Background: an optimization exercise with open tools, aiming at small area. Do not read the settings as production practice. The RTL was checked by simulation tests, not by an equivalence proof against the original design. No activity file was given, so power comes from the tool's default toggle rates.

[flow/config.mk]
export PLATFORM = sky130hd
export DESIGN_NAME = CPU
export DESIGN_NICKNAME = CPU
export VERILOG_FILES = /design/flow/design.v
export SDC_FILE = /design/flow/constraint.sdc
export NUM_CORES = 4
export LEC_CHECK = 0
export ABC_AREA = 1
export CAP_MARGIN = 20
export CORE_MARGIN = 2
export CORE_UTILIZATION = 55
export PLACE_DENSITY = 0.7
export SLEW_MARGIN = 20
[flow/constraint.sdc]
create_clock -name core_clock -period 30.0 [get_ports {clk}]
set_input_delay 6.0000 -clock core_clock [delete_from_list [all_inputs] [get_ports {clk}]]
set_output_delay 6.0000 -clock core_clock [all_outputs]
set_load 0.01 [all_outputs]
[flow/design.v]
module CPU (
    output [6:0] disp0, disp1, disp2, disp3, disp4, disp5, disp6, disp7, disp8, disp9, disp10, disp11, disp12, disp13,
    output [2:0] flags,
    output halted,
    output [5:0] mem_addr,
    output mem_wr,
    output [13:0] mem_wdata,
    input [13:0] mem_rdata,
    input clk, rst);
    reg [2:0] ph;             
    reg [3:0] cnt;            
    reg halt;
    reg mLD, mST;             
    reg [5:0] pc, ma;
    reg [2:0] flg;
    reg [13:0] dv;            
    reg dm;                   
    reg [111:0] rf;           
    reg [13:0] T, U;          
    reg c;                    
    reg z;                    
    reg dT, dU;               
    reg mb;                   
    wire ph0 = (ph == 3'd0);
    wire ph6 = (ph == 3'd6);
    wire msel = mLD | mST;
    wire clr = mLD & mST;
    wire stw = mST & ~mLD;    
    wire act = ~clr & ~halt & ~msel;
    assign mem_addr = msel ? ma : pc;
    assign mem_wr = stw & ph0;
    assign mem_wdata = T;
    assign flags = flg;
    assign halted = halt;
    wire [4:0] op = mem_rdata[13:9];
    wire [2:0] fd = mem_rdata[8:6];
    wire [2:0] fa = mem_rdata[5:3];
    wire [2:0] fb = mem_rdata[2:0];
    wire oNOP  = (op == 5'b00000) | (op == 5'b00010);
    wire oEND  = (op == 5'b00001);
    wire oADD  = (op == 5'b00011);
    wire oSUB  = (op == 5'b00100);
    wire oMUL  = (op == 5'b00101);
    wire oDIV  = (op == 5'b00110);
    wire oLT   = (op == 5'b00111);
    wire oGT   = (op == 5'b01000);
    wire oLE   = (op == 5'b01001);
    wire oGE   = (op == 5'b01010);
    wire oEQ   = (op == 5'b01011);
    wire oNE   = (op == 5'b01100);
    wire oCMP  = oLT | oGT | oLE | oGE | oEQ | oNE;
    wire oAND  = (op == 5'b01101);
    wire oOR   = (op == 5'b01110);
    wire oNOT  = (op == 5'b01111);
    wire oXOR  = (op == 5'b10000);
    wire oTWO  = (op == 5'b10001);
    wire oLSLN = (op == 5'b10010);
    wire oLSRN = (op == 5'b10011);
    wire oSHN  = oLSLN | oLSRN;
    wire oSH1  = (op >= 5'b10100) & (op <= 5'b11001);
    wire oROT  = (op == 5'b11000) | (op == 5'b11001);
    wire oDISP = (op == 5'b11010) | (op == 5'b11011);
    wire oMOD  = (op == 5'b11100);
    wire oCPY  = (op == 5'b11101);
    wire oLDR  = (op == 5'b11110);
    wire oSTR  = (op == 5'b11111);
    wire oMD   = oMUL | oDIV;
    wire oLOG  = oAND | oOR | oXOR;
    wire c0  = (cnt == 4'd0);
    wire c1  = (cnt == 4'd1);
    wire c2  = (cnt == 4'd2);
    wire c14 = (cnt == 4'd14);
    wire c15 = (cnt == 4'd15);
    wire [2:0] psel = oSTR ? fd : (c0 ? fa : fb);
    reg [1:0] pv;
    integer i;
    always @(*) begin
        pv = 2'b00;
        for (i = 0; i < 8; i = i + 1)
            if (psel == i) pv = rf[14*i +: 2];
    end
    wire [1:0] tv = T[1:0];
    wire shLeft = oMD | oLSLN | (oSH1 & ~op[0]);
    wire lin = oROT ? T[13] : (oDIV ? U[13] : 1'b0);
    wire [1:0] shl = {T[0], ph0 ? lin : dT};
    wire [1:0] shr = {(ph6 & ~oROT) ? 1'b0 : T[2], T[1]};
    wire [1:0] sh = shLeft ? shl : shr;
    wire [1:0] ushl = {U[0], ph0 ? (oDIV & ~mb) : dU};
    wire big = (|U[13:4]) | (&U[3:1]);
    wire zeff = ph0 ? big : z;
    wire mbx = ph0 ? U[13] : mb;
    wire sub = ~mb;
    reg [1:0] x, y;
    reg yinv, cin0;
    always @(*) begin
        x = tv; y = 2'b00; yinv = 1'b0; cin0 = 1'b0;
        if (c0) begin
            x = 2'b00;
            y = oMD ? 2'b00 : pv;
            if (oNOT | oTWO) yinv = 1'b1;
            if (oTWO) cin0 = 1'b1;
        end else begin
            if (oADD | oSUB | oCMP | oLOG) y = pv;
            if (oSUB | oCMP) begin yinv = 1'b1; cin0 = 1'b1; end
            if (oSUB & c2) begin x = 2'b00; y = 2'b00; yinv = 1'b0; cin0 = 1'b0; end
            if (oSH1) x = sh;
            if (oSHN & ~c1) x = zeff ? 2'b00 : sh;
            if (oMUL) begin x = sh; y = {2{mbx}} & pv; end
            if (oDIV) begin
                if (c15) x = z ? ushl : tv;
                else begin x = sh; y = pv; yinv = sub; cin0 = sub; end
            end
        end
    end
    wire [1:0] yy = y ^ {2{yinv}};
    wire [1:0] p = x ^ yy;
    wire [1:0] g = x & yy;
    wire ci = ph0 ? cin0 : c;
    wire ci1 = g[0] | (p[0] & ci);
    wire co = g[1] | (p[1] & ci1);
    wire [1:0] s = p ^ {ci1, ci};
    wire zbase = ph0 ? 1'b0 : z;
    wire zcmp = zbase | ~(&p);       
    wire zb = zbase | (|pv);
    reg z_n;
    always @(*) begin
        z_n = z;
        if (oCMP) z_n = zcmp;
        if ((oDIV | oSHN) & c1) z_n = zb;
        if (oSHN & ~c0 & ~c1 & ph0) z_n = big;
        if (oMUL) begin
            if (c0) z_n = 1'b0;
            else z_n = z | (ph6 & (co | T[1])) | (c14 & (ph >= 3'd4) & (|s));
        end
    end
    wire fset = act & ((ph6 & ((c1 & ((oADD & co) | (oSUB & ~co) | oCMP)) | (c0 & oTWO & ~co)
                                | (c14 & oMUL & z_n) | (c15 & oDIV & ~z) | (c0 & oMOD))));
    wire cond = (oLT & ~co) | (oGE & co) | (oGT & co & zcmp) | (oLE & ~(co & zcmp)) | (oEQ & ~zcmp) | (oNE & zcmp);
    wire [2:0] fv = {oSUB | oDIV | oMOD,
                     oADD | oTWO | oMUL | (oCMP & ~cond) | oMOD,
                     oADD | oTWO | oMUL | oDIV | (oCMP & cond) | (oMOD & T[2])};
    wire fin_act =
          (c0 & (oNOP | oNOT | oCPY | oMOD | oTWO | oDISP))
        | (c1 & (oADD | oLOG | oCMP | (oSUB & co) | oSH1 | (oSHN & ~zb)))
        | (c2 & (oSUB | oLDR))
        | (c14 & oMUL)
        | (c15 & oDIV)
        | (~c0 & ~c1 & oSHN & (z | (U[5:2] + 4'd1 == cnt)));
    wire fin = stw | (act & fin_act);
    wire [6:0] pcc = {pcc[5:0] & pc, ph6 & fin};
    wire [4:0] cntc = {cntc[3:0] & cnt, ~clr & ~halt};
    wire we_act =
          (c0 & (oNOT | oCPY | oTWO))
        | (c1 & (oADD | oSUB | oLOG | oSH1 | oSHN))
        | (c2 & (oSUB | oLDR))
        | (c14 & oMUL)
        | (c15 & oDIV)
        | (~c0 & ~c1 & oSHN);
    wire we = act & we_act;
    wire [1:0] wv = clr ? 2'b00 : (oAND ? g : (oOR ? (p | g) : (oXOR ? p : s)));
    reg [1:0] mbits;
    always @(*) begin
        case (ph)
            3'd0: mbits = mem_rdata[1:0];
            3'd1: mbits = mem_rdata[3:2];
            3'd2: mbits = mem_rdata[5:4];
            3'd3: mbits = mem_rdata[7:6];
            3'd4: mbits = mem_rdata[9:8];
            3'd5: mbits = mem_rdata[11:10];
            default: mbits = mem_rdata[13:12];
        endcase
    end
    wire thold = ~act | (oSH1 & c1);
    wire [1:0] tin = mLD ? mbits : (thold ? T[1:0] : s);
    wire uload = act & ((oMD & c0) | (oSHN & c1));
    wire ushift = act & oMD & ~c0;
    wire [1:0] uin = uload ? pv : (ushift ? ushl : U[1:0]);
    always @(posedge clk) begin
        for (i = 0; i < 8; i = i + 1)
            rf[14*i +: 14] <= {((we & (fd == i)) | clr) ? wv : rf[14*i +: 2], rf[14*i + 2 +: 12]};
        T <= {tin, T[13:2]};
        U <= {uin, U[13:2]};
        c <= co;
        dT <= T[1];
        dU <= U[1];
        if (act) z <= z_n;
        if (act & oMUL & ph0) mb <= U[13];
        if (act & oDIV & ph6) mb <= c0 ? 1'b0 : (T[1] ^ sub ^ co);
        if (~msel) ma <= mem_rdata[5:0];
    end
    always @(posedge clk or posedge rst) begin
        if (rst) begin
            ph <= 3'd0;
            cnt <= 4'd0;
            halt <= 1'b0;
            mLD <= 1'b1;
            mST <= 1'b1;
            pc <= 6'd0;
            flg <= 3'd0;
            dv <= 14'd0;
            dm <= 1'b0;
        end else begin
            ph <= ph6 ? 3'd0 : ph + 3'd1;
            pc <= pc ^ pcc[5:0];
            if (act & oEND) halt <= 1'b1;
            if (ph6) begin
                if (fin) cnt <= 4'd0;
                else cnt <= cnt ^ cntc[3:0];
                mLD <= act & oLDR & c0;
                mST <= act & oSTR & c0;
            end
            if (fset) flg <= fv;
            if (act & ph6 & oDISP) begin
                dv <= {pv, T[13:2]};
                dm <= op[0];
            end
        end
    end
    function [6:0] hex7(input [3:0] v);
        case (v)
            4'h0: hex7 = 7'b0000001;
            4'h1: hex7 = 7'b1001111;
            4'h2: hex7 = 7'b0010010;
            4'h3: hex7 = 7'b0000110;
            4'h4: hex7 = 7'b1001100;
            4'h5: hex7 = 7'b0100100;
            4'h6: hex7 = 7'b0100000;
            4'h7: hex7 = 7'b0001111;
            4'h8: hex7 = 7'b0000000;
            4'h9: hex7 = 7'b0001100;
            4'hA: hex7 = 7'b0001000;
            4'hB: hex7 = 7'b1100000;
            4'hC: hex7 = 7'b0110001;
            4'hE: hex7 = 7'b0110000;
            4'hF: hex7 = 7'b0111000;
            default: hex7 = 7'b1111111;
        endcase
    endfunction
    function [6:0] bin7(input b, input h);
        bin7 = {b | h, h, h, b | h, b | h, b | h, 1'b1};
    endfunction
    assign disp0 = dm ? hex7(dv[3:0]) : bin7(dv[0], 1'b0);
    assign disp1 = dm ? hex7(dv[7:4]) : bin7(dv[1], 1'b0);
    assign disp2 = dm ? hex7(dv[11:8]) : bin7(dv[2], 1'b0);
    assign disp3 = dm ? hex7({2'b00, dv[13:12]}) : bin7(dv[3], 1'b0);
    assign disp4 = bin7(dv[4], dm);
    assign disp5 = bin7(dv[5], dm);
    assign disp6 = bin7(dv[6], dm);
    assign disp7 = bin7(dv[7], dm);
    assign disp8 = bin7(dv[8], dm);
    assign disp9 = bin7(dv[9], dm);
    assign disp10 = bin7(dv[10], dm);
    assign disp11 = bin7(dv[11], dm);
    assign disp12 = bin7(dv[12], dm);
    assign disp13 = bin7(dv[13], dm);
endmodule
[flow/flow/run.sh]
#!/bin/bash
set -uo pipefail
export BUFFER_PORTS_ARGS="-buffer_cell sky130_fd_sc_hd__buf_1"
export CTS_ARGS="-sink_clustering_enable -repair_clock_nets -buf_list {sky130_fd_sc_hd__clkbuf_8} -dont_use_dummy_load"
bash standard.sh synth > standard_synth.log 2>&1 || exit 1
R=orfs/results/sky130hd/CPU/base
if bash flow/resyn.sh $R/1_2_yosys.v $PWD/resyn_out.v $PWD/resyn_work > resyn.log 2>&1; then
  cp $R/1_2_yosys.v standard_1_2_yosys.v
  cp resyn_out.v $R/1_2_yosys.v
  rm -f $R/1_synth.odb
fi
bash standard.sh > standard.log 2>&1
[flow/flow/abc_s13.script]
strash
dc2
&get -n
&st
&synch2
&nf -R 1000 -p -F 8 -A 4
&put
strash
dc2
&get -n
&st
&synch2
&nf -R 1000 -p -F 8 -A 4
&put
[flow/flow/abc_s2.script]
strash
&get -n
&fraig -x
&put
scorr
dc2
strash
&get -n
&dch -f
&nf -R 1000
&put
topo
buffer -c
upsize -c
dnsize -c
[flow/flow/abc_s4.script]
strash
&get -n
&st
&dch -f
&nf -R 1000 -p
&put
[flow/flow/abc_s5.script]
strash
dc2
&get -n
&st
&synch2
&nf -R 1000 -p -F 8 -A 4
&put
[flow/flow/abc_s6.script]
strash
&get -n
&st
&syn2
&dch -f
&nf -R 1000 -p
&put
[flow/flow/resyn.sh]
#!/bin/bash
# Re-map the combinational logic of the standard synthesis netlist with
# stronger ABC scripts (area), keeping every flip-flop instance as it is.
# usage: resyn.sh IN.v OUT.v WORKDIR
# Writes OUT.v only if a candidate is smaller and formally equivalent to IN.v.
set -uo pipefail
IN=$1; OUT=$2; W=$3
HERE=$(cd "$(dirname "$0")" && pwd)
YOSYS=${YOSYS_EXE:-$FLOW_HOME/../tools/install/yosys/bin/yosys}
LIB=$FLOW_HOME/platforms/sky130hd/lib/sky130_fd_sc_hd__tt_025C_1v80.lib
mkdir -p $W
DU=$(sed -n '/export DONT_USE_CELLS += \\/,/[^\\]$/p' $FLOW_HOME/platforms/sky130hd/config.mk | tr -d '\\' | tr ' ' '\n' | grep sky130 | sed 's/^/-dont_use /' | tr '\n' ' ')
SEQ="sky130_fd_sc_hd__df* sky130_fd_sc_hd__edf* sky130_fd_sc_hd__sdf* sky130_fd_sc_hd__sedf* sky130_fd_sc_hd__dl* sky130_fd_sc_hd__sdl* sky130_fd_sc_hd__conb_1"
area() { grep "Chip area" $1 | tail -1 | awk '{print $NF}'; }
best=""; bestarea=""
for s in $HERE/abc_*.script; do
  n=$(basename $s .script)
  cat > $W/$n.ys <<EOS
read_liberty -ignore_miss_func $LIB
blackbox $SEQ
read_verilog $IN
hierarchy -top CPU
flatten
opt_clean
techmap
opt -fast
abc -liberty $LIB $DU -script $s -D 30000
opt_clean -purge
read_liberty -lib -overwrite $LIB
delete t:\$scopeinfo
hilomap -singleton -hicell sky130_fd_sc_hd__conb_1 HI -locell sky130_fd_sc_hd__conb_1 LO
insbuf -buf sky130_fd_sc_hd__buf_4 A X
opt_clean -purge
stat -liberty $LIB
check -assert
write_verilog -noattr -nohex -nodec $W/$n.v
EOS
  if $YOSYS -q -s $W/$n.ys -l $W/$n.log > /dev/null 2>&1; then
    a=$(area $W/$n.log)
    echo "$n: $a"
    if [[ -z "$bestarea" ]] || awk "BEGIN{exit !($a < $bestarea)}"; then best=$n; bestarea=$a; fi
  else
    echo "$n: failed"
  fi
done
# area of the input, measured the same way
cat > $W/in.ys <<EOS
read_liberty -ignore_miss_func $LIB
blackbox $SEQ
read_verilog $IN
hierarchy -top CPU
stat -liberty $LIB
EOS
$YOSYS -q -s $W/in.ys -l $W/in.log > /dev/null 2>&1
inarea=$(area $W/in.log)
echo "input: $inarea; best: $best $bestarea"
[[ -n "$best" ]] || exit 1
awk "BEGIN{exit !($bestarea < $inarea)}" || { echo "no gain"; exit 1; }
# formal equivalence of the candidate with the input (flip-flops modelled
# from the library, so both sides have the same state elements by name)
cat > $W/conb.v <<EOS
module sky130_fd_sc_hd__conb_1 (output HI, output LO);
  assign HI = 1'b1;
  assign LO = 1'b0;
endmodule
EOS
cat > $W/equiv.ys <<EOS
read_liberty -ignore_miss_func $LIB
read_verilog -overwrite $W/conb.v
read_verilog $IN
rename CPU gold
rename -hide gold/w:_* gold/c:_*
read_verilog $W/$best.v
rename CPU gate
rename -hide gate/w:_* gate/c:_*
hierarchy -check
flatten gold gate
async2sync
opt_clean
equiv_make gold gate equiv
hierarchy -top equiv
equiv_simple -seq 2
equiv_induct
equiv_status -assert
EOS
if $YOSYS -q -s $W/equiv.ys -l $W/equiv.log > /dev/null 2>&1; then
  echo "equivalent"
  cp $W/$best.v $OUT
  exit 0
fi
echo "equivalence check failed"
exit 1
[flow/standard.sh]
#!/bin/bash
# synth_recipe.tcl (not shown) runs the flow's synth.tcl, then flattens the netlist and writes it again
# the make line also repeats each setting of config.mk as NAME=value (left out here)
make -C /OpenROAD-flow-scripts/flow DESIGN_CONFIG=/design/flow/config.mk WORK_HOME=/design/flow/orfs CLKGATE_MAP_FILE= SYNTH_SCRIPT=/design/flow/synth_recipe.tcl "${@:-finish}"
==> results of run 1 <==
==> worst max-delay path by stage <==
stage / end / slack [ns] / depth (start not counted)
floorplan: pc[5]$_DFF_PP0_ / 19.60 / 18
global placement: pc[5]$_DFF_PP0_ / 19.08 / 23
detailed placement: pc[5]$_DFF_PP0_ / 18.86 / 23
CTS: pc[5]$_DFF_PP0_ / 19.31 / 23
global route: pc[5]$_DFF_PP0_ / 18.78 / 23
finish: pc[5]$_DFF_PP0_ / 19.23 / 23
==> critical path, cell delays in order <==
cell and delay, ns:
buf_1 0.56, nand2_1 0.20, nor2_1 0.36, nand2_1 0.09
o21ai_1 0.39, mux2_1 0.40, o211ai_1 0.15, o21ai_0 0.19
and3_1 0.22, xnor2_1 0.13, and2_0 0.20, nor2_1 0.11
nor2_1 0.08, o21ai_0 0.15, buf_4 0.18, nand2_1 0.06
a41oi_1 0.28, o41ai_1 0.13, a21oi_1 0.46, and3_1 0.31
and3_1 0.21, nand2_1 0.07, xnor2_1 0.13
==> through the flow <==
step / util, % / worst slack, ns / instances / hold slack, ns
floorplan: - / 19.60 / 723 / 0.310
global placement: 57.3 / 19.08 / 953 / 0.311
detailed placement: 57.3 / 18.86 / 953 / 0.312
CTS: 59.1 / 19.31 / 970 / 0.318
global route: 59.1 / 18.78 / 971 / 0.312
finish: 59.1 / 19.23 / 971 / 0.310
==> layer usage <==
metal / part of all wire, % / vias to the layer above
met3: 6.3 / 57
met5: 0 / -
met1: 42 / 2594
met4: 3.9 / 0
li1: - / 2593
met2: 48 / 239
==> where the power goes <==
| part | switching (mW) | internal [mW] |
|---|---|---|
| sequential | 0.0383 | 0.291 |
| clock | 0.0716 | 0.0502 |
| combinational | 0.132 | 0.0738 |
| total | 0.242 | 0.415 |
==> area by class of cell <==
type / count / area [µm²]
Fill cell: 1157 / 5370
Clock buffer: 17 / 234
Tap cell: 176 / 220
Timing Repair Buffer: 134 / 527
Multi-Input combinational cell: 447 / 2790
Inverter: 12 / 45.0
Sequential cell: 185 / 3960
==> sequential cells by signal, indices dropped and copies added, names as in the netlist, 3 cells and up <==
register / cells
pc: 6
rf: 112
dv: 14
cnt: 4
ma: 6
flg: 3
ph: 3
U: 14
T: 14
==> cells in the final DEF, fill, tap and decap left out, types with 3 or more instances in the layout <==
cell	count
a21oi_1	43
dfrtp_1	32
dfxtp_1	143
a31oi_1	12
o31ai_1	3
nor3b_1	6
o21ai_0	43
buf_1	127
a211oi_1	6
o211ai_1	7
nand2_1	56
conb_1	11
nor2b_1	9
or3_1	4
edfxtp_1	8
o21a_1	3
clkbuf_8	17
mux2i_1	14
nand3_1	19
clkinv_1	12
nor2_1	51
mux2_1	31
xnor2_1	11
nor3_1	16
and2_0	7
a21o_1	3
nand2b_1	13
nor4_1	3
or2_0	11
nand3b_1	4
buf_4	6
and3_1	7
a32o_1	9
xor2_1	9
o22ai_1	4
==> impl_results.md, run 1 <==
- Status: timing/DRC/antenna clean
- VDD IR max: 0.0623 mV
- CORE AREA: about 0.013 mm²
- All-layer global routing usage: between 20 and 25%
- Detailed-route wire length per cell: roughly 18 µm
- Hold_buf cts: 0
- Cell Rows: 42
- PnR Total Power: between 0.6 and 0.7 mW
- # port buffers: between 100 and 150
- Crit path from: mem_rdata[9]
- Initial Utilization: about 56%
- CTS H-tree depth: 4
- I/O Pins: ~140
- Hold Path Origin: rf[97]$_DFF_P_
- P_leak: between 3 and 4 nW
- Pin count of the biggest net entering global routing: 45
- Final Hold Violating Endpoints: 0
- Hpwl dp: 13100 µm
- WHS Path Cells: 0
- Post-CTS sizing: 0
- Setup TNS: 0 ns
- Unrepaired setup endpoints after global routing: no
- Final worst path period need: roughly 11 ns
- First-pass GRT wire length: roughly 27000 µm
- Met2 usage: around two fifths
- Longest Clk Path Bufs: 2
- Reg-to-Reg Start: cnt[0]$_DFFE_PP0P_
- # nets final: approximately 810
- Slew of the pin with the lowest slew margin: just over 0.9 ns
- PwrDens: approximately 85 mW/mm²
- Chip width: about 120 µm
- Vias: roughly 5500
- Setup-failing EPs final: 0
- Worst setup SP type: input port
- Worst-path clk slew: approximately 0.10 ns
- Post-CTS Setup Inserts: 0
- Post-Route WL: between 15000 and 20000 µm
- Total grt overflow: 0
- Top Usage Layer GRT: met2
- M1 GR Usage: between 30% and 40%
- Fmax: between 90 and 100 MHz
- Slew HR: between 30% and 40%
- Skew final: about 0.043 ns
- Layout cells sized above 1: 3.77%
- Vias in the first global route: ~5200
- R2R setup slack: between 20 and 25 ns
- Critical path class: in -> reg
- N_diodes: 0
- First-pass DRT Iterations: 5
- Antenna-violating nets left: 0
- Slew Viols, Final: 0
- Synth-to-layout area growth: 5.90%
- TritonCTS clock tree: yes
- Required @ worst endpoint: slightly above 30 ns
- HP Class: reg -> reg
- Root Buffer: clkbuf_8
- Hold Crit Endpoint: rf[95]$_DFF_P_
- Drt first-iter violations: approximately 480
- R2R depth: 22
- Worst R2R End: pc[5]$_DFF_PP0_
- Mean Syn Cell Area: slightly above 10 µm²
- Yosys warning total: 1
- Clock latency (worst-skew pair): approximately 0.46 ns
- Met3 usage: under 10%
- CTS Buf Count: 17
- Die height: 119 µm
- Mapped Cells: between 700 and 800
- GP Congestion: a little under 1
- Worst Path Arrival: 11.09 ns
- DR vias/cell: 5.65
- Final instance area: around 0.0078 mm²
- Syn Std Cell Area: about 0.0073 mm²
- Critical path peak fanout: 16
- Post-route DRC violation count: 0
- Max-Cap Viols: 0
- Placement Cell Area: around 0.0075 mm²
- Die area: around 0.014 mm²
- CP Capture Type: flip-flop
- Initial antenna violation count: 0
- # clock sinks: approximately 190
- Final Cycle Share: a little over a third
==> inputs of run 2 (changes only) <==
--- a/flow/design.v
+++ b/flow/design.v
@@ -11,7 +11,7 @@
     reg [3:0] cnt;            
     reg halt;
     reg mLD, mST;             
-    reg [5:0] pc, ma;
+    reg [5:0] pc;
     reg [2:0] flg;
     reg [13:0] dv;            
     reg dm;                   
@@ -27,7 +27,7 @@
     wire clr = mLD & mST;
     wire stw = mST & ~mLD;    
     wire act = ~clr & ~halt & ~msel;
-    assign mem_addr = msel ? ma : pc;
+    assign mem_addr = msel ? U[5:0] : pc;
     assign mem_wr = stw & ph0;
     assign mem_wdata = T;
     assign flags = flg;
@@ -83,7 +83,7 @@
     wire shLeft = oMD | oLSLN | (oSH1 & ~op[0]);
     wire lin = oROT ? T[13] : (oDIV ? U[13] : 1'b0);
     wire [1:0] shl = {T[0], ph0 ? lin : dT};
-    wire [1:0] shr = {(ph6 & ~oROT) ? 1'b0 : T[2], T[1]};
+    wire [1:0] shr = {ph6 ? (oROT & mb) : T[2], T[1]};
     wire [1:0] sh = shLeft ? shl : shr;
     wire [1:0] ushl = {U[0], ph0 ? (oDIV & ~mb) : dU};
     wire big = (|U[13:4]) | (&U[3:1]);
@@ -170,23 +170,23 @@
             default: mbits = mem_rdata[13:12];
         endcase
     end
-    wire thold = ~act | (oSH1 & c1);
-    wire [1:0] tin = mLD ? mbits : (thold ? T[1:0] : s);
+    wire [1:0] tin = mLD ? mbits : s;
     wire uload = act & ((oMD & c0) | (oSHN & c1));
     wire ushift = act & oMD & ~c0;
-    wire [1:0] uin = uload ? pv : (ushift ? ushl : U[1:0]);
+    wire usave = act & c0 & (oLDR | oSTR);
+    wire [1:0] uin = uload ? pv : (ushift ? ushl : (usave ? mbits : U[1:0]));
     always @(posedge clk) begin
         for (i = 0; i < 8; i = i + 1)
             rf[14*i +: 14] <= {((we & (fd == i)) | clr) ? wv : rf[14*i +: 2], rf[14*i + 2 +: 12]};
         T <= {tin, T[13:2]};
-        U <= {uin, U[13:2]};
+        U <= {uin, U[13:8], mLD ? U[5:0] : U[7:2]};
         c <= co;
         dT <= T[1];
         dU <= U[1];
         if (act) z <= z_n;
         if (act & oMUL & ph0) mb <= U[13];
+        if (act & oSH1 & ph0) mb <= T[0];
         if (act & oDIV & ph6) mb <= c0 ? 1'b0 : (T[1] ^ sub ^ co);
-        if (~msel) ma <= mem_rdata[5:0];
     end
     always @(posedge clk or posedge rst) begin
         if (rst) begin
==> flow/flow/abc_r4.script (new file) <==
strash
dc2
&get -n
&st
&synch2
&nf -R 1000 -p -F 8 -A 4
&put
strash
dc2
&get -n
&st
&synch2
&nf -R 1000 -p -F 8 -A 4
&put
strash
dc2
&get -n
&st
&synch2
&nf -R 1000 -p -F 8 -A 4
&put
strash
dc2
&get -n
&st
&synch2
&nf -R 1000 -p -F 8 -A 4
&put
==> flow/flow/abc_r6.script (new file) <==
strash
dc2
&get -n
&st
&synch2
&nf -R 1000 -p -F 8 -A 4
&put
strash
dc2
&get -n
&st
&synch2
&nf -R 1000 -p -F 8 -A 4
&put
strash
dc2
&get -n
&st
&synch2
&nf -R 1000 -p -F 8 -A 4
&put
strash
dc2
&get -n
&st
&synch2
&nf -R 1000 -p -F 8 -A 4
&put
strash
dc2
&get -n
&st
&synch2
&nf -R 1000 -p -F 8 -A 4
&put
strash
dc2
&get -n
&st
&synch2
&nf -R 1000 -p -F 8 -A 4
&put
==> run 2 against run 1 <==
Still clean on timing, DRC and antenna. Combinational power fell by 27%. Via count rose by 4.6%. Worst hold slack got worse by 0.019 ns. Fmax fell by 2.6%. Routed wire length rose by 1.1%. Cell area fell by 2.0%. Critical path type unchanged. Critical endpoint unchanged. Largest power group unchanged.
==> impl_results.md, run 2 <==
- Status: timing/DRC/antenna clean
- Hold Path Origin: rf[35]$_DFF_P_
- Post-route DRC violation count: 0 (unchanged)
- CTS H-tree depth: 4 (unchanged)
- DR vias/cell: 5.75 (+1.9%)
- Vias in the first global route: 5218 (+0.27%)
- Drt first-iter violations: 553 (+16%)
- Longest Clk Path Bufs: 2 (unchanged)
- VDD IR max: 0.0484 mV (-22%)
- Slew of the pin with the lowest slew margin: 0.840 ns (-0.0762 ns)
- Vias: 5737 (+4.6%)
- Crit path from: mem_rdata[13]
- First-pass DRT Iterations: 7 (+2)
- Critical path class: in -> reg
- Die height: 118 µm (-0.89%)
- Layout cells sized above 1: 3.39% (-0.38 points)
- Syn Std Cell Area: 0.00720 mm² (-1.8%)
- I/O Pins: 139 (unchanged)
- Final Hold Violating Endpoints: 0 (unchanged)
- Critical path peak fanout: 14 (-2)
- Max-Cap Viols: 0 (unchanged)
- Fillers: 1126 (-2.7%)
- Chip width: 118 µm (-0.89%)
- Psw: 0.204 mW (-15%)
- Post-CTS Setup Inserts: 0 (unchanged)
- Fmax: 90.5 MHz (-2.6%)
- Largest register FFs: 112 (unchanged)
- Worst setup SP type: input port
- Yosys warning total: 1 (unchanged)
- # clock sinks: 179 (-3.2%)
- Commonest non-fill, non-tap cell in the layout: dfxtp_1
- Comb power frac: 26.1% (-5.2 points)
- P_leak: 2.90 nW (-4.4%)
- Cell Rows: 41 (-2.4%)
- Largest Register: rf
- Reg-to-Reg Start: cnt[1]$_DFFE_PP0P_
- Detailed-route wire length per cell: 17.8 µm (-1.5%)
- CORE AREA: 0.0127 mm² (-3.2%)
- Synth-to-layout area growth: 5.72%
- Slew Viols, Final: 0 (unchanged)
- Clock power share: 20.6% (+2.0 points)
- Setup TNS: 0 ns (unchanged)
- Post-CTS sizing: 0 (unchanged)
- Mapped Cells: 746 (+4.5%)
- HP Class: reg -> reg
- Most frequent cells in the layout: dfxtp_1, buf_1, nand2_1
- Hpwl dp: 13200 µm (+0.69%)
- Fin util: 59.8% (+0.71 points)
- # nets final: 843 (+3.7%)
- Initial antenna violation count: 0 (unchanged)
- Skew final: 0.0303 ns (-0.0129 ns)
- Root Buffer: clkbuf_8
- TritonCTS clock tree: yes
- Final Cycle Share: 36.8% (+0.94 points)
- CTS Buf Count: 17 (unchanged)
- P_int: 0.372 mW (-10%)
- Antenna-violating nets left: 0 (unchanged)
- Worst Path Arrival: 11.40 ns (+0.31 ns)
- Initial Utilization: 56.6% (+0.77 points)
- All-layer global routing usage: 25.4% (+0.52 points)
- Worst-path clk slew: 0.09 ns (about the same)
- Slew HR: 43.7% (+4.8 points)
- First-pass GRT wire length: 27600 µm (+0.63%)
- Post-Route WL: 17700 µm (+1.1%)
- N_diodes: 0 (unchanged)
- Multi-input logic area: 0.00274 mm² (-1.5%)
- PnR Total Power: 0.576 mW (-12%)
- Die area: 0.0140 mm² (-1.8%)
- GP Congestion: 1.08 (+11%)
- Mean Syn Cell Area: 9.65 µm² (-6.0%)
- Hold_buf cts: 0 (unchanged)
- Pin count of the biggest net entering global routing: 48 (+6.7%)
- Total grt overflow: 0 (unchanged)
- Clock latency (worst-skew pair): 0.45 ns (about the same)
- Final worst path period need: 11.05 ns (+0.283 ns)
- Sequential power share: 53.3% (+3.2 points)
- Setup-failing EPs final: 0 (unchanged)
- Sw Ratio: 35.5% (-1.3 points)
- Sequential cell area: 0.00384 mm² (-3.0%)
- Unrepaired setup endpoints after global routing: no
- Required @ worst endpoint: 30.35 ns (+0.03 ns)
- CP Capture Type: flip-flop
- # port buffers: 127 (unchanged)
- PwrDens: 75.7 mW/mm² (-10%)
-- run 2: metal layers --
layer / vias up / GRT usage (%) / share of wire (%) / routed length, µm
met5: - / 0 / 0 / 0
met4: 0 / 11.7 / 4.0 / 716
met3: 59 / 6.08 / 8.8 / 1560
met2: 323 / 39.2 / 44 / 7750
met1: 2682 / 33.9 / 43 / 7720
li1: 2673 / - / - / -
-- run 2: critical path, stage by stage --
cell      delay, ns
buf_1          0.41
nand2_1        0.26
nor2_1         0.36
nand2_1        0.18
a31oi_1        0.68
a21oi_1        0.07
a22oi_1        0.19
nor2_1         0.06
a31oi_1        0.34
nand2_1        0.11
xor2_1         0.16
or2_0          0.29
a21boi_0       0.33
a21oi_1        0.33
a211oi_1       0.31
nor2_1         0.07
o31ai_1        0.25
o31ai_1        0.25
and3_1         0.30
and3_1         0.23
nand2_1        0.09
xnor2_1        0.13
-- run 2: cell type report --
cell class / count / share of cell area [%]
inverter: 18 / 0.888
tap: 172 / 2.83
multi-input combinational: 479 / 36.0
clock buffer: 17 / 3.07
timing repair buffer: 132 / 6.76
sequential: 179 / 50.4
-- run 2: stage by stage --
stage	worst slack, ns	hold WS (ns)	instance area, µm²	instances
finish	18.95	0.291	7610	997
global route	18.42	0.287	7610	997
CTS	19.08	0.293	7610	997
detailed placement	18.64	0.312	7380	980
global placement	18.98	0.310	7380	980
floorplan	20.07	0.310	7230	755
-- run 2: path summary, 6_finish.rpt --
check                                          to  cells past startpoint  slack, ns
max in group asynchronous         mST$_DFFE_PP1P_                      3      24.00
min in group asynchronous       dv[7]$_DFFE_PP0P_                      3       5.62
worst min register to register     rf[33]$_DFF_P_                      0       0.29
worst min-delay path               rf[33]$_DFF_P_                      0       0.29
worst max register to register    pc[5]$_DFF_PP0_                     21      24.49
worst max-delay path              pc[5]$_DFF_PP0_                     22      18.95
-- run 2: power by group through the flow --
stage	clock (mW)	combinational, mW	sequential (mW)
floorplan	0	0.125	0.298
CTS	0.123	0.147	0.307
detailed placement	0	0.147	0.312
global route	0.133	0.163	0.312
global placement	0	0.145	0.311
finish	0.119	0.150	0.307
==> inputs of run 3 (changes only) <==
==> flow/flow/abc_r4m.script (new file) <==
strash
dc2
&get -n
&st
&synch2
&nf -R 1000 -p -F 8 -A 4
&put
strash
dc2
&get -n
&st
&synch2
&nf -R 1000 -p -F 8 -A 4
&put
strash
dc2
&get -n
&st
&synch2
&nf -R 1000 -p -F 8 -A 4
&put
strash
dc2
&get -n
&st
&synch2
&nf -R 1000 -p -F 8 -A 4
&put
topo
mfs3 -ae
==> flow/flow/abc_r6m.script (new file) <==
strash
dc2
&get -n
&st
&synch2
&nf -R 1000 -p -F 8 -A 4
&put
strash
dc2
&get -n
&st
&synch2
&nf -R 1000 -p -F 8 -A 4
&put
strash
dc2
&get -n
&st
&synch2
&nf -R 1000 -p -F 8 -A 4
&put
strash
dc2
&get -n
&st
&synch2
&nf -R 1000 -p -F 8 -A 4
&put
strash
dc2
&get -n
&st
&synch2
&nf -R 1000 -p -F 8 -A 4
&put
strash
dc2
&get -n
&st
&synch2
&nf -R 1000 -p -F 8 -A 4
&put
topo
mfs3 -ae
==> run 3 against run 2 <==
Still clean. Cell count fell by 0.40%. Combinational power rose by about 20%. Clock power about the same. Critical path depth is 3 higher. Largest cell class unchanged.
==> impl_results.md, run 3 <==
- Die area: 0.0139 mm² (-0.56%)
- # port buffers: 127 (unchanged)
- CTS Buf Count: 17 (unchanged)
- Comb power frac: 29.0% (+2.9 points)
- Critical path's slowest cell: a31oi_1
- CTS H-tree depth: 4 (unchanged)
- Top cell by count, worst path: nand2_1
- Commonest non-fill, non-tap cell in the layout: dfxtp_1
- WP buf/inv: 1 (unchanged)
- CORE AREA: 0.0127 mm² (-0.40%)
- Synth-to-layout area growth: 5.94%
- Total grt overflow: 0 (unchanged)
- Root Buffer: clkbuf_8
- Slew of the pin with the lowest slew margin: 0.889 ns (+0.0489 ns)
- Fmax: 87.1 MHz (-3.7%)
- TritonCTS clock tree: yes
- Detailed-route wire length per cell: 17.6 µm (-0.93%)
- HP Class: reg -> reg
- Slew Viols, Final: 0 (unchanged)
- First-pass GRT wire length: 27600 µm (-0.22%)
- Antenna-violating nets left: 0 (unchanged)
- Initial Utilization: 56.5% (-0.097 points)
- Worst-path clk slew: 0.08 ns (about the same)
- Final Hold Violating Endpoints: 0 (unchanged)
- M1 GR Usage: 35.3% (+1.4 points)
- Yosys warning total: 1 (unchanged)
- Die height: 118 µm (-0.28%)
- Mapped Cells: 740 (-0.80%)
- Chip width: 118 µm (-0.28%)
- Vias in the first global route: 5066 (-2.9%)
- Final worst path period need: 11.48 ns (+0.430 ns)
- Layout cells sized above 1: 3.53% (+0.14 points)
- Unrepaired setup endpoints after global routing: no
- Worst R2R End: pc[5]$_DFF_PP0_
- # clock sinks: 179 (unchanged)
- R2R setup slack: 24.04 ns (-0.45 ns)
- Largest Register: rf
- Largest register FFs: 112 (unchanged)
- P_int: 0.390 mW (+4.9%)
- Multi-input logic area: 0.00270 mm² (-1.6%)
- Longest Clk Path Bufs: 2 (unchanged)
- Sw Ratio: 37.0% (+1.5 points)
- Syn Std Cell Area: 0.00716 mm² (-0.57%)
- Skew final: 0.0370 ns (+0.00674 ns)
- Worst setup SP type: input port
- All-layer global routing usage: 25.4% (-0.043 points)
- Place WS: 18.22 ns (-0.423 ns)
- R2R depth: 25 (+19%)
- Clock power share: 19.6% (-1.0 points)
- Critical path class: in -> reg
- Met3 usage: 5.47% (-0.61 points)
- Post-route insts no fill: 993 (-0.40%)
- P_leak: 2.91 nW (+0.37%)
- Post-CTS sizing: 0 (unchanged)
- Slew HR: 40.4% (-3.3 points)
- Hold Path Origin: rf[38]$_DFF_P_
- Status: timing/DRC/antenna clean
- Hold_buf cts: 0 (unchanged)
- Sequential power share: 51.4% (-1.9 points)
- I/O Pins: 139 (unchanged)
- Mean Syn Cell Area: 9.67 µm² (+0.23%)
- # nets final: 839 (-0.47%)
- Psw: 0.229 mW (+12%)
- DR vias/cell: 5.56 (-3.3%)
- Critical path peak fanout: 12 (-2)
- Final worst slack: 18.52 ns (-0.430 ns)
- Largest stage delay, worst path: 0.71 ns (+0.03 ns)
- First-pass DRT Iterations: 6 (-1)
- Reg-to-Reg Start: cnt[0]$_DFFE_PP0P_
- GP Congestion: 0.938 (-13%)
- Final Cycle Share: 38.3% (+1.4 points)
- Initial antenna violation count: 0 (unchanged)
- PnR Total Power: 0.619 mW (+7.4%)
- N_diodes: 0 (unchanged)
- PwrDens: 81.6 mW/mm² (+7.8%)
- WHS Path Cells: 0 (unchanged)
- Drt first-iter violations: 494 (-11%)
- Top Usage Layer GRT: met2
- Crit path max-delay family: compound AO/OA/AOI/OAI gates
- CP Capture Type: flip-flop
- Max-Cap Viols: 0 (unchanged)
- Post-CTS Setup Inserts: 0 (unchanged)
- Vias: 5524 (-3.7%)
- Hpwl dp: 12900 µm (-1.8%)
- Met2 usage: 39.3% (+0.11 points)
- Hold Crit Endpoint: rf[36]$_DFF_P_
- Worst Path Arrival: 11.79 ns (+0.39 ns)
- Cell Rows: 41 (unchanged)
- Post-Route WL: 17500 µm (-1.3%)
- Required @ worst endpoint: 30.31 ns (-0.04 ns)
- Clock latency (worst-skew pair): 0.45 ns (about the same)
- Sequential cell area: 0.00384 mm² (about the same)
- Fillers: 1125 (-0.089%)
- Pin count of the biggest net entering global routing: 48 (unchanged)
- Setup TNS: 0 ns (unchanged)
- VDD IR max: 0.0537 mV (+11%)
- Setup-failing EPs final: 0 (unchanged)
- Post-route DRC violation count: 0 (unchanged)
- Cells after DPL: 976 (-0.41%)
- Most frequent cells in the layout: dfxtp_1, buf_1, nand2_1
[run 3: power groups by stage]
stage | sequential [mW] | clock [mW] | combinational, mW
after floorplan | 0.308 | 0 | 0.146
after global placement | 0.321 | 0 | 0.177
after detailed placement | 0.323 | 0 | 0.177
after CTS | 0.318 | 0.124 | 0.178
after global routing | 0.323 | 0.134 | 0.196
final | 0.318 | 0.122 | 0.180
[run 3: how the worst max path moves through the flow]
stage	startpoint	to	slack [ns]	cells past startpoint
2_1_floorplan	mem_rdata[12]	pc[5]$_DFF_PP0_	19.77	25
3_3_place_gp	mem_rdata[13]	pc[5]$_DFF_PP0_	18.55	25
3_5_place_dp	mem_rdata[13]	pc[5]$_DFF_PP0_	18.22	25
4_1_cts	mem_rdata[13]	pc[5]$_DFF_PP0_	18.68	25
5_1_grt	mem_rdata[13]	pc[5]$_DFF_PP0_	18.00	25
6_report	mem_rdata[13]	pc[5]$_DFF_PP0_	18.52	25
[run 3: metal layers]
| metal | vias up | share of wire (%) |
|---|---|---|
| met4 | 0 | 2.0 |
| met5 | - | 0 |
| met1 | 2589 | 45 |
| met2 | 248 | 46 |
| met3 | 32 | 7.1 |
| li1 | 2655 | - |
[run 3: area by class of cell]
| class | count | area share [%] |
|---|---|---|
| flip-flops and latches | 179 | 50.6 |
| repair buffers | 134 | 6.98 |
| clock buffers | 17 | 3.08 |
| well taps | 172 | 2.84 |
| multi-input cells | 472 | 35.6 |
| inverters | 19 | 0.940 |
[run 3: per-stage QoR]
| step | area, µm² | hold slack, ns | util [%] |
|---|---|---|---|
| global placement | 7350 | 0.310 | 58.0 |
| global route | 7580 | 0.320 | 59.9 |
| detailed placement | 7350 | 0.312 | 58.0 |
| floorplan | 7190 | 0.310 | - |
| finish | 7580 | 0.311 | 59.9 |
| CTS | 7580 | 0.314 | 59.9 |
[run 3: worst register-to-register path, delay by kind of cell, from the launching register on]
family | cells | cell delay [ns]
compound gates | 7 | 2.07
xor+xnor | 3 | 0.47
buf+inv | 2 | 0.54
flops | 1 | 0.51
mux | 1 | 0.21
simple gates | 12 | 2.05
==> inputs of run 4 (changes only) <==
--- a/flow/config.mk
+++ b/flow/config.mk
@@ -8,6 +8,6 @@
 export ABC_AREA = 1
 export CAP_MARGIN = 20
 export CORE_MARGIN = 2
-export CORE_UTILIZATION = 55
-export PLACE_DENSITY = 0.7
+export CORE_UTILIZATION = 70
+export PLACE_DENSITY = 0.8
 export SLEW_MARGIN = 20
==> run 4 against run 3 <==
Worst hold slack improved by 0.0072 ns. Flip-flop and latch count did not move. Clock-buffer cell count did not move. Total power rose by 1.5%. Combinational power rose by 4%. Sequential power barely moved. Setup slack improved by 0.22 ns. Still clean on timing, DRC and antenna. Fmax rose by 2.0%. Via count rose by 6.1%. Synthesized cell count did not move. Sequential share of layout area rose by 0.44 points.
==> impl_results.md, run 4 <==
- Drt first-iter violations: 824 (+67%)
- Fmax: 88.8 MHz (+2.0%)
- Critical path class: in -> reg
- Status: timing/DRC/antenna clean
- HP Class: reg -> reg
- Hold Path Origin: rf[31]$_DFF_P_
- Reg-to-Reg Start: cnt[0]$_DFFE_PP0P_
- R2R depth: 26 (+4.0%)
- VDD IR max: 0.0559 mV (+4.1%)
- First-pass DRT Iterations: 7 (+1)
- Hpwl dp: 14000 µm (+8.3%)
- Fin util: 76.3% (+16 points)
- Setup TNS: 0 ns (unchanged)
- Worst Path Arrival: 11.58 ns (-0.21 ns)
- Cell Rows: 36 (-12%)
- Psw: 0.237 mW (+3.2%)
- I/O Pins: 139 (unchanged)
- Critical path peak fanout: 12 (unchanged)
- Syn Std Cell Area: 0.00716 mm² (unchanged)
- Largest Register: rf
- TritonCTS clock tree: yes
- Initial Utilization: 72.6% (+16 points)
- Hold_buf cts: 0 (unchanged)
- Synth-to-layout area growth: 5.07%
- Required @ worst endpoint: 30.32 ns (about the same)
- Initial antenna violation count: 0 (unchanged)
- Clock latency (worst-skew pair): 0.46 ns (about the same)
- Antenna-violating nets left: 0 (unchanged)
- Placement Cell Area: 0.00729 mm² (-0.87%)
- Largest stage delay, worst path: 0.76 ns (+0.05 ns)
- Fillers: 664 (-41%)
- R2R setup slack: 24.07 ns (+0.03 ns)
- Slew of the pin with the lowest slew margin: 0.966 ns (+0.0768 ns)
- Die area: 0.0111 mm² (-21%)
- Detailed-route wire length per cell: 19.9 µm (+13%)
- Setup-failing EPs final: 0 (unchanged)
- Worst-path clk slew: 0.07 ns (about the same)
- Final Cycle Share: 37.5% (-0.74 points)
- Place WS: 18.54 ns (+0.320 ns)
- Pin count of the biggest net entering global routing: 48 (unchanged)
- DR vias/cell: 6.16 (+11%)
- Yosys warning total: 1 (unchanged)
- # port buffers: 127 (unchanged)
- Post-route DRC violation count: 0 (unchanged)
- Final Hold Violating Endpoints: 0 (unchanged)
- Unrepaired setup endpoints after global routing: no
- Die height: 105 µm (-11%)
- CORE AREA: 0.00986 mm² (-22%)
- Largest register FFs: 112 (unchanged)
- Sequential power share: 51.1% (-0.3 points)
- Final instance area: 0.00752 mm² (-0.82%)
- Total grt overflow: 0 (unchanged)
- CP Capture Type: flip-flop
- GP Congestion: 1.01 (+7.2%)
- Post-Route WL: 19000 µm (+8.4%)
- Vias in the first global route: 5612 (+11%)
- Worst setup SP type: input port
- Root Buffer: clkbuf_8
- Hold Slack: 0.318 ns (+0.00718 ns)
- WHS Path Cells: 0 (unchanged)
- Post-CTS sizing: 0 (unchanged)
- # clock sinks: 179 (unchanged)
- Top cell by count, worst path: nand2_1
- N_diodes: 0 (unchanged)
- Slew HR: 35.3% (-5.1 points)
- P_leak: 2.90 nW (-0.30%)
- First-pass GRT wire length: 29500 µm (+7.1%)
- Post-CTS Setup Inserts: 0 (unchanged)
- PwrDens: 83.5 mW/mm² (+2.3%)
- Mean Syn Cell Area: 9.67 µm² (unchanged)
- CTS H-tree depth: 4 (unchanged)
- CTS Buf Count: 17 (unchanged)
- All-layer global routing usage: 34.6% (+9.2 points)
- Final worst path period need: 11.26 ns (-0.223 ns)
- Comb power frac: 29.9% (+0.9 points)
- Commonest non-fill, non-tap cell in the layout: dfxtp_1
- Crit path max-delay family: simple AND/OR/NAND/NOR gates
- Worst path depth: 26 (+4.0%)
- Worst R2R End: pc[5]$_DFF_PP0_
- Layout cells sized above 1: 3.42% (-0.11 points)
- Vias: 5860 (+6.1%)
- Hold Crit Endpoint: rf[29]$_DFF_P_
- Clock power share: 19.0% (-0.6 points)
- P_int: 0.391 mW (+0.45%)
- Chip width: 105 µm (-11%)
- Sw Ratio: 37.7% (+0.64 points)
- Slew Viols, Final: 0 (unchanged)
- Most frequent cells in the layout: dfxtp_1, buf_1, nand2_1
- Max-Cap Viols: 0 (unchanged)
- Critical path's slowest cell: a31oi_1
- Final worst slack: 18.74 ns (+0.223 ns)
- Longest Clk Path Bufs: 2 (unchanged)
- Skew final: 0.0312 ns (-0.00577 ns)
- Mapped Cells: 740 (unchanged)
- WP buf/inv: 2 (+1)
- # nets final: 837 (-0.24%)
run 4: cell count changes in the layout (fill, tap and decap cells not counted):
cell	delta
dfrtp_1	-1
buf_4	-2
dfrtp_2	+1
run 4: worst max path at each step:
stage / from / to / slack, ns
5_1_grt: mem_rdata[13] / pc[5]$_DFF_PP0_ / 18.28
2_1_floorplan: mem_rdata[12] / pc[5]$_DFF_PP0_ / 19.77
4_1_cts: mem_rdata[13] / pc[5]$_DFF_PP0_ / 18.93
3_3_place_gp: mem_rdata[13] / pc[5]$_DFF_PP0_ / 19.14
3_5_place_dp: mem_rdata[13] / pc[5]$_DFF_PP0_ / 18.54
6_report: mem_rdata[13] / pc[5]$_DFF_PP0_ / 18.74
run 4: cell type report:
cell class                 count  area (µm²)  share of cell area, %
timing repair buffer         132         514                   6.84
inverter                      19        71.3                  0.948
multi-input combinational    472        2700                   35.9
tap                          133         166                   2.21
clock buffer                  17         234                   3.11
sequential                   179        3840                   51.0
run 4: layer usage:
metal | global-route usage (%) | share of wire [%]
met1 | 41.3 | 37
met2 | 58.6 | 49
met3 | 7.86 | 8.8
met4 | 17.6 | 4.5
met5 | 0 | 0
run 4: power by group through the flow:
stage,clock (mW),combinational [mW],sequential (mW)
final,0.119,0.188,0.321
after floorplan,0,0.146,0.308
after detailed placement,0,0.182,0.325
after global routing,0.129,0.201,0.325
after global placement,0,0.172,0.322
after CTS,0.120,0.184,0.320
run 4: worst reg2reg max path: stages (launching register included):
cell      delay [ns]
dfrtp_1         0.51
nor4_1          0.31
buf_4           0.26
clkinv_1        0.33
nor2_1          0.21
o21ai_0         0.36
nand2b_1        0.31
a22oi_1         0.16
nor2_1          0.06
a31oi_1         0.35
nand2_1         0.13
xor2_1          0.20
or2_0           0.26
nand2_1         0.15
xnor2_1         0.30
nand2b_1        0.16
nand2_1         0.09
o21bai_1        0.15
buf_4           0.18
a211oi_1        0.09
nor2_1          0.12
o31ai_1         0.07
o31ai_1         0.25
and3_1          0.32
and3_1          0.24
nand2_1         0.10
xnor2_1         0.13
run 4: stage by stage:
stage	power, mW	cells
finish	0.628	952
detailed placement	0.507	935
global placement	0.494	935
CTS	0.624	952
global route	0.655	952
floorplan	0.454	749
==> inputs of run 5 (changes only) <==
--- a/flow/design.v
+++ b/flow/design.v
@@ -239,10 +239,10 @@
     function [6:0] bin7(input b, input h);
         bin7 = {b | h, h, h, b | h, b | h, b | h, 1'b1};
     endfunction
-    assign disp0 = dm ? hex7(dv[3:0]) : bin7(dv[0], 1'b0);
-    assign disp1 = dm ? hex7(dv[7:4]) : bin7(dv[1], 1'b0);
-    assign disp2 = dm ? hex7(dv[11:8]) : bin7(dv[2], 1'b0);
-    assign disp3 = dm ? hex7({2'b00, dv[13:12]}) : bin7(dv[3], 1'b0);
+    assign disp0 = hex7({dm & dv[3], dm & dv[2], dm & dv[1], dv[0]});
+    assign disp1 = hex7({dm & dv[7], dm & dv[6], dm & dv[5], dm ? dv[4] : dv[1]});
+    assign disp2 = hex7({dm & dv[11], dm & dv[10], dm & dv[9], dm ? dv[8] : dv[2]});
+    assign disp3 = hex7({2'b00, dm & dv[13], dm ? dv[12] : dv[3]});
     assign disp4 = bin7(dv[4], dm);
     assign disp5 = bin7(dv[5], dm);
     assign disp6 = bin7(dv[6], dm);
==> run 5 against run 4 <==
Non-clock buffer count stayed put. First-iteration DRC count shrank 37%. Global-route usage barely moved. Flip-flop and latch count stayed put. Area after synthesis shrank 0.37%. Worst hold slack improved by 0.0045 ns. Sequential power hardly changed. Routed wire length down 1.6%. Critical path type unchanged. Highest routed layer unchanged.
==> impl_results.md, run 5 <==
- Yosys warning total: 1 (unchanged)
- Mapped Cells: 751 (+1.5%)
- Die area: 0.0110 mm² (-0.35%)
- Cell Rows: 36 (unchanged)
- Setup TNS: 0 ns (unchanged)
- Worst setup SP type: input port
- # port buffers: 127 (unchanged)
- Clock latency (worst-skew pair): 0.47 ns (about the same)
- Post-CTS Setup Inserts: 0 (unchanged)
- Layout cells sized above 1: 3.25% (-0.17 points)
- Largest stage delay, worst path: 0.48 ns (-0.28 ns)
- Slew of the pin with the lowest slew margin: 0.838 ns (-0.128 ns)
- Final instance area: 0.00750 mm² (-0.32%)
- First-pass GRT wire length: 29400 µm (-0.63%)
- Fillers: 656 (-1.2%)
- Slew Viols, Final: 0 (unchanged)
- N_diodes: 0 (unchanged)
- Worst-path clk slew: 0.09 ns (+0.02 ns)
- DR vias/cell: 6.20 (+0.75%)
- Post-route DRC violation count: 0 (unchanged)
- Initial antenna violation count: 0 (unchanged)
- PwrDens: 82.2 mW/mm² (-1.5%)
- Post-Route WL: 18700 µm (-1.6%)
- GP Congestion: 1.01 (+0.60%)
- WL met2: 9040 µm (-3.6%)
- Unrepaired setup endpoints after global routing: no
- Cells after DPL: 946 (+1.2%)
- Most frequent cells in the layout: dfxtp_1, buf_1, nand2_1
- Commonest non-fill, non-tap cell in the layout: dfxtp_1
- Crit path max-delay family: compound AO/OA/AOI/OAI gates
- CP Capture Type: flip-flop
- Chip width: 105 µm (-0.18%)
- Critical path's slowest cell: buf_1
- Hold_buf cts: 0 (unchanged)
- First-pass DRT Iterations: 7 (unchanged)
- Vias: 5972 (+1.9%)
- All-layer global routing usage: 34.6% (about the same)
- Antenna-violating nets left: 0 (unchanged)
- Hpwl dp: 13600 µm (-3.1%)
- Post-route insts no fill: 963 (+1.2%)
- P_leak: 2.91 nW (+0.43%)
- Longest Clk Path Bufs: 2 (unchanged)
- Largest Register: rf
- Placement Cell Area: 0.00726 mm² (-0.31%)
- Worst-path cell chain: buf_1, nand2_1, nor2_1, nand2_1, o21ai_0, nor2_1, a221o_1, a221oi_1, a31o_1, nor2_1, xor2_1, nor2_1, o21ai_0, nand2_1, a21oi_1, nor3_1, o211a_1, o22ai_1, and2_0, and4_1, nand2_1, xnor2_1
- Drt first-iter violations: 517 (-37%)
- # clock sinks: 179 (unchanged)
- Total grt overflow: 0 (unchanged)
- I/O Pins: 139 (unchanged)
- Mean Syn Cell Area: 9.50 µm² (-1.8%)
- Fmax: 93.2 MHz (+4.9%)
- CTS H-tree depth: 4 (unchanged)
- Setup-failing EPs final: 0 (unchanged)
- # nets final: 848 (+1.3%)
- Pin count of the biggest net entering global routing: 56 (+17%)
- HP Class: reg -> reg
- Slew HR: 44.1% (+8.8 points)
- Skew final: 0.0394 ns (+0.00818 ns)
- Synth-to-layout area growth: 5.12% (about the same)
- Initial Utilization: 72.6% (about the same)
- CORE AREA: 0.00982 mm² (-0.46%)
- VDD IR max: 0.0555 mV (-0.69%)
- Fin util: 76.4% (+0.11 points)
- Largest register FFs: 112 (unchanged)
- Vias in the first global route: 5631 (+0.34%)
- WP buf/inv: 1 (-1)
- Max-Cap Viols: 0 (unchanged)
- M1 WL: 7320 µm (+3.4%)
- TritonCTS clock tree: yes
- Post-CTS sizing: 0 (unchanged)
- Final Cycle Share: 35.8% (-1.8 points)
- Detailed-route wire length per cell: 19.4 µm (-2.7%)
- Syn Std Cell Area: 0.00713 mm² (-0.37%)
- Critical path peak fanout: 12 (unchanged)
- Die height: 105 µm (-0.18%)
- Worst Path Arrival: 11.05 ns (-0.53 ns)
- DR top layer: met4
- Status: timing/DRC/antenna clean
- Required @ worst endpoint: 30.31 ns (about the same)
- Critical path class: in -> reg
- Hold Slack: 0.322 ns (+0.00453 ns)
- Final worst path period need: 10.73 ns (-0.528 ns)
- Root Buffer: clkbuf_8
- Final Hold Violating Endpoints: 0 (unchanged)
- Routed wl met3: 1510 µm (-9.3%)
- CTS Buf Count: 17 (unchanged)
run 5: where the power goes:
group | total, mW | internal (mW) | leakage [nW] | switching (mW)
registers | 0.323 | 0.282 | 1.63 | 0.0406
clock network | 0.119 | 0.0500 | 0.122 | 0.0690
logic | 0.175 | 0.0564 | 1.16 | 0.118
run 5: layer usage:
metal | up-vias | global-route usage (%)
met3 | 83 | 8.42
met1 | 2826 | 42.2
met2 | 383 | 56.9
met5 | - | 0
li1 | 2680 | -
met4 | 0 | 17.9
run 5: cell type report:
| cell class | count | area [µm²] | share of cell area, % |
|---|---|---|---|
| Clock buffer | 17 | 234 | 3.12 |
| Timing Repair Buffer | 132 | 514 | 6.86 |
| Tap cell | 133 | 166 | 2.22 |
| Sequential cell | 179 | 3840 | 51.2 |
| Inverter | 20 | 75.1 | 1.00 |
| Multi-Input combinational cell | 482 | 2670 | 35.6 |
run 5: path summary, 6_finish.rpt:
path / start / end / slack (ns) / cells past startpoint
max in group asynchronous: rst / mLD$_DFFE_PP1P_ / 24.02 / 3
max reg2reg: cnt[2]$_DFFE_PP0P_ / pc[5]$_DFF_PP0_ / 24.47 / 23
max: mem_rdata[13] / pc[5]$_DFF_PP0_ / 19.27 / 22
min reg2reg: rf[82]$_DFF_P_ / rf[80]$_DFF_P_ / 0.32 / 0
min: rf[82]$_DFF_P_ / rf[80]$_DFF_P_ / 0.32 / 0
min in group asynchronous: rst / dv[13]$_DFFE_PP0P_ / 5.62 / 3
run 5: stage by stage:
step                      setup slack, ns  total power [mW]
after global routing                18.88             0.642
after floorplan                     20.39             0.449
final                               19.27             0.616
after detailed placement            19.07             0.493
after CTS                           19.49             0.611
after global placement              19.33             0.483
==> inputs of run 6 (changes only) <==
==> flow/flow/abc_da.script (new file) <==
strash
dc2
&get -n
&st
&synch2
&deepsyn -T 120 -I 4 -t
&nf -R 1000 -p -F 8 -A 4
&put
topo
mfs3 -ae
==> flow/flow/abc_db.script (new file) <==
strash
dc2
&get -n
&st
&synch2
&deepsyn -T 60 -I 8
&nf -R 1000 -p -F 8 -A 4
&put
topo
mfs3 -ae
==> flow/flow/abc_dc.script (new file) <==
strash
dc2
&get -n
&st
&synch2
&deepsyn -T 60 -I 4 -t -S 2
&nf -R 1000 -p -F 8 -A 4
&put
topo
mfs3 -ae
--- a/flow/flow/resyn.sh
+++ b/flow/flow/resyn.sh
@@ -12,7 +12,8 @@
 DU=$(sed -n '/export DONT_USE_CELLS += \\/,/[^\\]$/p' $FLOW_HOME/platforms/sky130hd/config.mk | tr -d '\\' | tr ' ' '\n' | grep sky130 | sed 's/^/-dont_use /' | tr '\n' ' ')
 SEQ="sky130_fd_sc_hd__df* sky130_fd_sc_hd__edf* sky130_fd_sc_hd__sdf* sky130_fd_sc_hd__sedf* sky130_fd_sc_hd__dl* sky130_fd_sc_hd__sdl* sky130_fd_sc_hd__conb_1"
 area() { grep "Chip area" $1 | tail -1 | awk '{print $NF}'; }
-best=""; bestarea=""
+# run the candidate scripts in parallel (at most NUM_CORES at a time)
+jobs_max=${NUM_CORES:-4}
 for s in $HERE/abc_*.script; do
   n=$(basename $s .script)
   cat > $W/$n.ys <<EOS
@@ -35,14 +36,22 @@
 check -assert
 write_verilog -noattr -nohex -nodec $W/$n.v
 EOS
-  if $YOSYS -q -s $W/$n.ys -l $W/$n.log > /dev/null 2>&1; then
-    a=$(area $W/$n.log)
-    echo "$n: $a"
-    if [[ -z "$bestarea" ]] || awk "BEGIN{exit !($a < $bestarea)}"; then best=$n; bestarea=$a; fi
+  ( $YOSYS -q -s $W/$n.ys -l $W/$n.log > /dev/null 2>&1 && touch $W/$n.ok ) &
+  while [[ $(jobs -rp | wc -l) -ge $jobs_max ]]; do sleep 1; done
+done
+wait
+# candidates that built, smallest first
+: > $W/areas.txt
+for s in $HERE/abc_*.script; do
+  n=$(basename $s .script)
+  if [[ -f $W/$n.ok ]]; then
+    echo "$n $(area $W/$n.log)" >> $W/areas.txt
   else
     echo "$n: failed"
   fi
 done
+sort -k2 -g $W/areas.txt > $W/areas_sorted.txt
+cat $W/areas_sorted.txt
 # area of the input, measured the same way
 cat > $W/in.ys <<EOS
 read_liberty -ignore_miss_func $LIB
@@ -53,24 +62,25 @@
 EOS
 $YOSYS -q -s $W/in.ys -l $W/in.log > /dev/null 2>&1
 inarea=$(area $W/in.log)
-echo "input: $inarea; best: $best $bestarea"
-[[ -n "$best" ]] || exit 1
-awk "BEGIN{exit !($bestarea < $inarea)}" || { echo "no gain"; exit 1; }
-# formal equivalence of the candidate with the input (flip-flops modelled
-# from the library, so both sides have the same state elements by name)
+echo "input: $inarea"
 cat > $W/conb.v <<EOS
 module sky130_fd_sc_hd__conb_1 (output HI, output LO);
   assign HI = 1'b1;
   assign LO = 1'b0;
 endmodule
 EOS
-cat > $W/equiv.ys <<EOS
+# formal equivalence of a candidate with the input (flip-flops modelled
+# from the library, so both sides have the same state elements by name;
+# internal net and cell names are hidden so only those and the ports pair up)
+while read n a; do
+  awk "BEGIN{exit !($a < $inarea)}" || break
+  cat > $W/equiv_$n.ys <<EOS
 read_liberty -ignore_miss_func $LIB
 read_verilog -overwrite $W/conb.v
 read_verilog $IN
 rename CPU gold
 rename -hide gold/w:_* gold/c:_*
-read_verilog $W/$best.v
+read_verilog $W/$n.v
 rename CPU gate
 rename -hide gate/w:_* gate/c:_*
 hierarchy -check
@@ -83,10 +93,12 @@
 equiv_induct
 equiv_status -assert
 EOS
-if $YOSYS -q -s $W/equiv.ys -l $W/equiv.log > /dev/null 2>&1; then
-  echo "equivalent"
-  cp $W/$best.v $OUT
-  exit 0
-fi
-echo "equivalence check failed"
+  if $YOSYS -q -s $W/equiv_$n.ys -l $W/equiv_$n.log > /dev/null 2>&1; then
+    echo "chosen: $n ($a), proven equivalent"
+    cp $W/$n.v $OUT
+    exit 0
+  fi
+  echo "$n: equivalence not proven"
+done < $W/areas_sorted.txt
+echo "keeping the standard netlist"
 exit 1
removed: flow/flow/abc_r4.script
removed: flow/flow/abc_r6.script
removed: flow/flow/abc_s13.script
removed: flow/flow/abc_s2.script
removed: flow/flow/abc_s4.script
removed: flow/flow/abc_s5.script
removed: flow/flow/abc_s6.script
==> run 6 against run 5 <==
Synthesized cell count fell by 4.1%. Global-route usage rose by 0.56 points. Area after synthesis shrank 2.2%. Cell area down 2.4%. Register-to-register slack got worse by 0.39 ns. Flip-flop and latch count stayed put. Non-clock buffer count decreased by 1. Cell count is 3.3% lower.
==> impl_results.md, run 6 <==
- Status: timing/DRC/antenna clean
- Mapped Cells: 720 (-4.1%)
- Final worst path period need: 11.42 ns (+0.683 ns)
- Max-Cap Viols: 0 (unchanged)
- Setup-failing EPs final: 0 (unchanged)
- CTS H-tree depth: 4 (unchanged)
- Longest Clk Path Bufs: 2 (unchanged)
- Total grt overflow: 0 (unchanged)
- Clock latency (worst-skew pair): 0.46 ns (about the same)
- Post-CTS sizing: 0 (unchanged)
- Hold_buf cts: 0 (unchanged)
- Largest register FFs: 112 (unchanged)
- Slew HR: 44.4% (+0.28 points)
- Setup TNS: 0 ns (unchanged)
- Syn Std Cell Area: 0.00697 mm² (-2.2%)
- Multi-input logic area: 0.00248 mm² (-7.2%)
- PwrDens: 97.7 mW/mm² (+19%)
- Final Cycle Share: 38.1% (+2.3 points)
- # port buffers: 127 (unchanged)
- CORE AREA: 0.00973 mm² (-0.92%)
- CP Capture Type: flip-flop
- Unrepaired setup endpoints after global routing: no
- Slew of the pin with the lowest slew margin: 0.834 ns (-0.00415 ns)
- Post-CTS Setup Inserts: 0 (unchanged)
- Worst Path Arrival: 11.76 ns (+0.71 ns)
- P_leak: 2.84 nW (-2.3%)
- Vias: 5768 (-3.4%)
- Fmax: 87.6 MHz (-6.0%)
- # clock sinks: 179 (unchanged)
- CTS Buf Count: 17 (unchanged)
- Largest Register: rf
- GP Congestion: 0.957 (-5.4%)
- Initial Utilization: 71.7% (-0.97 points)
- Chip width: 104 µm (-1.1%)
- PnR Total Power: 0.715 mW (+16%)
- Drt first-iter violations: 730 (+41%)
- Mean Syn Cell Area: 9.68 µm² (+2.0%)
- Skew final: 0.0365 ns (-0.00287 ns)
- Critical path peak fanout: 9 (-3)
- Required @ worst endpoint: 30.34 ns (+0.03 ns)
- Post-Route WL: 18900 µm (+1.0%)
- Initial antenna violation count: 0 (unchanged)
- Pin count of the biggest net entering global routing: 53 (-5.4%)
- Commonest non-fill, non-tap cell in the layout: dfxtp_1
- TritonCTS clock tree: yes
- Most frequent cells in the layout: dfxtp_1, buf_1, nand2_1
- HP Class: reg -> reg
- Worst-path clk slew: 0.09 ns (about the same)
- Root Buffer: clkbuf_8
- Synth-to-layout area growth: 4.95%
- First-pass GRT wire length: 29800 µm (+1.5%)
- Critical path class: in -> reg
- Fin util: 75.2% (-1.1 points)
- Vias in the first global route: 5568 (-1.1%)
- Layout cells sized above 1: 2.88% (-0.37 points)
- I/O Pins: 139 (unchanged)
- Hpwl dp: 13200 µm (-2.5%)
- All-layer global routing usage: 35.1% (+0.56 points)
- N_diodes: 0 (unchanged)
- Yosys warning total: 1 (unchanged)
- VDD IR max: 0.0705 mV (+27%)
- Detailed-route wire length per cell: 20.3 µm (+4.5%)
- Cell Rows: 36 (unchanged)
- Die area: 0.0108 mm² (-2.2%)
- Final Hold Violating Endpoints: 0 (unchanged)
- Fillers: 667 (+1.7%)
- Antenna-violating nets left: 0 (unchanged)
- Slew Viols, Final: 0 (unchanged)
- # nets final: 816 (-3.8%)
- Worst setup SP type: input port
- Post-route DRC violation count: 0 (unchanged)
- First-pass DRT Iterations: 8 (+1)
- Sequential cell area: 0.00384 mm² (unchanged)
- Die height: 104 µm (-1.1%)
- DR vias/cell: 6.20 (about the same)
run 6: per-stage QoR:
stage               worst slack (ns)  hold WS [ns]  instances  instance area [µm²]
floorplan                      19.99         0.310        729                 7010
global placement               18.69         0.311        913                 7080
detailed placement             18.38         0.312        913                 7080
CTS                            18.82         0.307        930                 7310
global route                   18.05         0.305        931                 7320
finish                         18.58         0.308        931                 7320
run 6: where the power goes:
part | leakage [nW] | switching [mW] | internal, mW
logic | 1.09 | 0.158 | 0.0729
registers | 1.63 | 0.0487 | 0.311
clock network | 0.122 | 0.0732 | 0.0501
total | 2.84 | 0.280 | 0.434
run 6: critical path, stage by stage:
cell	delay, ns
buf_1	0.37
clkinv_1	0.30
nor2_1	0.26
nand2_1	0.17
nor2_1	0.36
nor2_1	0.13
nand2_1	0.15
nand2_1	0.10
a21oi_1	0.35
a222oi_1	0.16
a32oi_1	0.48
nand2_1	0.13
xor2_1	0.24
xor2_1	0.31
a21boi_0	0.19
o21bai_1	0.62
o21a_1	0.19
o21ai_0	0.07
o21ai_0	0.24
and2_0	0.31
and3_1	0.24
and2_0	0.19
nand2_1	0.08
xnor2_1	0.12
run 6: final cells by class:
class                           instances  area share [%]
Sequential cell                       179            52.4
Multi-Input combinational cell        445            33.9
Timing Repair Buffer                  131            6.89
Clock buffer                           17            3.20
Tap cell                              133            2.27
Inverter                               26            1.33
run 6: path summary, 6_finish.rpt:
kind                       slack (ns)                 to                from  depth (start not counted)
setup / recovery                18.58    pc[5]$_DFF_PP0_       mem_rdata[12]                         24
hold / removal                   0.31     rf[70]$_DFF_P_      rf[72]$_DFF_P_                          0
setup reg to reg                24.08    pc[5]$_DFF_PP0_  cnt[2]$_DFFE_PP0P_                         20
hold reg to reg                  0.31     rf[70]$_DFF_P_      rf[72]$_DFF_P_                          0
max in group asynchronous       24.04    mLD$_DFFE_PP1P_                 rst                          3
min in group asynchronous        5.59  dv[1]$_DFFE_PP0P_                 rst                          3
run 6: per-layer routing:
| layer | share of wire, % | track usage, % | up-vias |
|---|---|---|---|
| li1 | - | - | 2572 |
| met1 | 38 | 45.2 | 2712 |
| met2 | 49 | 57.2 | 413 |
| met3 | 9.9 | 7.11 | 71 |
| met4 | 3.6 | 16.4 | 0 |
| met5 | 0 | 0 | - |

Check on run 6: ideal ports give 18.584 ns setup slack; a clkbuf_16 on the clock port and buf_2 on the inputs give 18.596 ns; moving port delays by the midpoint clock arrival (0.483 ns) as well gives 18.113 ns.
